What follows belongs to an exercise in optimizing a design on an open flow for small area, a short achievable clock period and few clock cycles; a production flow would make more cautious choices.
Power and IR drop assume default switching activity.

==> flow/design.v <==
module axi_stream_insert_header #(
parameter DATA_WD = 128,
parameter DATA_BYTE_WD = DATA_WD / 8,
parameter BYTE_CNT_WD = $clog2(DATA_BYTE_WD)
) (
input wire clk,
input wire rst_n,
input wire valid_in,
input wire [DATA_WD-1 : 0] data_in,
input wire [DATA_BYTE_WD-1 : 0] keep_in,
input wire last_in,
output wire ready_in,
output wire valid_out,
output wire [DATA_WD-1 : 0] data_out,
output wire [DATA_BYTE_WD-1 : 0] keep_out,
output wire last_out,
input wire ready_out,
input wire valid_insert,
input wire [DATA_WD-1 : 0] data_insert,
input wire [DATA_BYTE_WD-1 : 0] keep_insert,
input wire [BYTE_CNT_WD-1 : 0] byte_insert_cnt,
output wire ready_insert
);
localparam NB = DATA_BYTE_WD;
localparam CW = BYTE_CNT_WD;
localparam [1:0] S_HDR  = 2'd0;    
localparam [1:0] S_DATA = 2'd1;    
localparam [1:0] S_TAIL = 2'd2;    
reg [1:0] state;
reg [DATA_WD-1 : 0] carry;
reg [CW-1 : 0] hm1;                  
reg [NB-1 : 0] hmask;                
reg [CW-1 : 0] tail_m;               
reg valid_out_r;
reg [DATA_WD-1 : 0] data_out_r;
reg [CW-1 : 0] keep_m_r;             
reg last_out_r;
wire out_free = !valid_out_r || ready_out;
wire fits = ~|(keep_in & hmask);
wire beat_go = (state == S_DATA) && valid_in && out_free;
wire tail_go = (state == S_TAIL) && out_free;
wire pkt_end = tail_go || (beat_go && last_in && fits);
assign ready_in = (state == S_DATA) && out_free;
assign ready_insert = (state == S_HDR) || pkt_end;
wire hdr_go = valid_insert && ready_insert;
assign valid_out = valid_out_r;
assign data_out = data_out_r;
assign last_out = last_out_r;
genvar g;
generate
    for (g = 0; g < NB; g = g + 1) begin : g_keep
        assign keep_out[g] = (g + keep_m_r >= NB - 1);
    end
endgenerate
wire [2*DATA_WD-9 : 0] joined = {carry, data_in[DATA_WD-1 : 8]};
wire [DATA_WD-1 : 0] window = joined >> (8 * hm1);
reg [CW-1 : 0] lowz;
integer i;
always @(*) begin
    lowz = 0;
    for (i = 0; i < NB - 1; i = i + 1)
        if (!keep_in[i])
            lowz = i + 1;
end
wire [CW-1 : 0] end_m = hm1 - lowz;
always @(posedge clk or negedge rst_n) begin
    if (!rst_n) begin
        state <= S_HDR;
        valid_out_r <= 1'b0;
    end else begin
        if (out_free)
            valid_out_r <= beat_go || tail_go;
        if (hdr_go)
            state <= S_DATA;
        else if (pkt_end)
            state <= S_HDR;
        else if (beat_go && last_in)
            state <= S_TAIL;
    end
end
always @(posedge clk) begin
    if (hdr_go) begin
        carry <= data_insert;
        hm1 <= byte_insert_cnt - 1'b1;
        hmask <= keep_insert;
    end else if (beat_go) begin
        carry <= data_in;
    end
    if (beat_go) begin
        data_out_r <= window;
        tail_m <= end_m;
        if (last_in && fits) begin
            keep_m_r <= end_m;
            last_out_r <= 1'b1;
        end else begin
            keep_m_r <= {CW{1'b1}};
            last_out_r <= 1'b0;
        end
    end else if (tail_go) begin
        data_out_r <= window;
        keep_m_r <= tail_m;
        last_out_r <= 1'b1;
    end
end
endmodule
clock: 6.5 ns
lec_check: 0
cap_margin: 20
core_margin: 2
core_utilization: 40
setup_slack_margin: 3.5
slew_margin: 20
run.sh (not shown) runs the stock make flow with config.mk's settings and CLKGATE_MAP_FILE= SYNTH_SCRIPT=/design/flow/synth_recipe.tcl, a recipe that flattens the netlist after the stock synthesis.
The first run produced a clean layout.
==> next run, changes <==
SETUP_SLACK_MARGIN = unset   (was 3.5)
=>
- The new run went through all stages and came out clean
- total power falls by 5.7%
- via count decreases by about 2.7%
- flip-flop and latch count stays the same
- sequential power is about the same
- design area drops by 4.1%
- non-clock buffer count decreases by 62
- core utilization is lower by 2.3 points
- wire length is lower by about 5%
- die area is unchanged
- worst setup slack gets worse by 1.2 ns
- area after synthesis is unchanged
No functional check of the RTL was part of any run of this note.


axi_stream_insert_header, a different RTL version from the one above (not shown whole).
Size: roughly 2,600 cells after synthesis, about 140 flip-flops, roughly 450 I/O pins, roughly 15,000 µm² of cells after synthesis.
clock: 6.5 ns
lec_check: 0
abc_area: 1
cap_margin: 20
core_margin: 2
core_utilization: 40
setup_slack_margin: 2.5
slew_margin: 20
standard.sh (not shown) runs the stock make flow with config.mk's settings and CLKGATE_MAP_FILE= SYNTH_SCRIPT=/design/flow/synth_recipe.tcl, a recipe that flattens the netlist after the stock synthesis.
==> flow/flow/run.sh <==
#!/bin/bash
# Standard layout, with plain buf_1 cells as the port buffers.
cp standard.sh standard_sh.txt
export BUFFER_PORTS_ARGS="-buffer_cell sky130_fd_sc_hd__buf_1"
bash standard.sh > standard.log 2>&1
Then changed:
Settings changed: ABC_AREA 1 to not set.
Effect: Setup slack degrades by 0.0064 ns. Die area came out higher by 2.0%. Synthesized cell count came out lower by 39%. Register-to-register slack improves by 0.15 ns. Area after synthesis came out higher by 2.0%. Design area came out higher by 4.0%. Total power came out lower by 8.4%. Combinational power came out lower by 12%. Wire length came out lower by 20%. Clock-buffer cell count came out higher by 2.
Function was not checked in any run of this note: the RTL went through the layout flow alone.

## port drivers added, routing unchanged
The results above use ideal ports. As a check the final layouts listed here were re-extracted and re-timed, cells and wires unchanged.
Step 1 sets driving cells, clkbuf_16 on the clock port and buf_2 on the other inputs (assumed; they add their load-dependent delay and slew).
Step 2 moves the port delays by t, midway between the first and last clock arrival at a register: inputs arrive t later, outputs are due t later. That takes back most of the time a late clock gives input paths.
Three values: no drivers, after step 1, after step 2; two values: the first two.
run | shift t [ns] | setup slack, ns | hold slack, ns | clock arrival spread, ns
the first run of note 1 | 0.609 | 2.607 / 2.569 / 2.498 | 0.569 / 0.569 / 0.569 | 0.022 / 0.023
the second run of note 1 | 0.607 | 1.455 / 1.427 / 1.427 | 0.559 / 0.559 / 0.559 | 0.023 / 0.023
the first run of note 2 | 0.509 | 2.475 / 2.426 / 2.210 | 0.579 / 0.579 / 0.579 | 0.018 / 0.018
the second run of note 2 | 0.513 | 2.469 / 2.444 / 2.301 | 0.602 / 0.602 / 0.602 | 0.020 / 0.020
After both steps setup and hold are still met in every run listed. The setup slack of the first run of note 2, which loses most, moves by -0.049 ns with the drivers and by -0.265 ns with both steps.
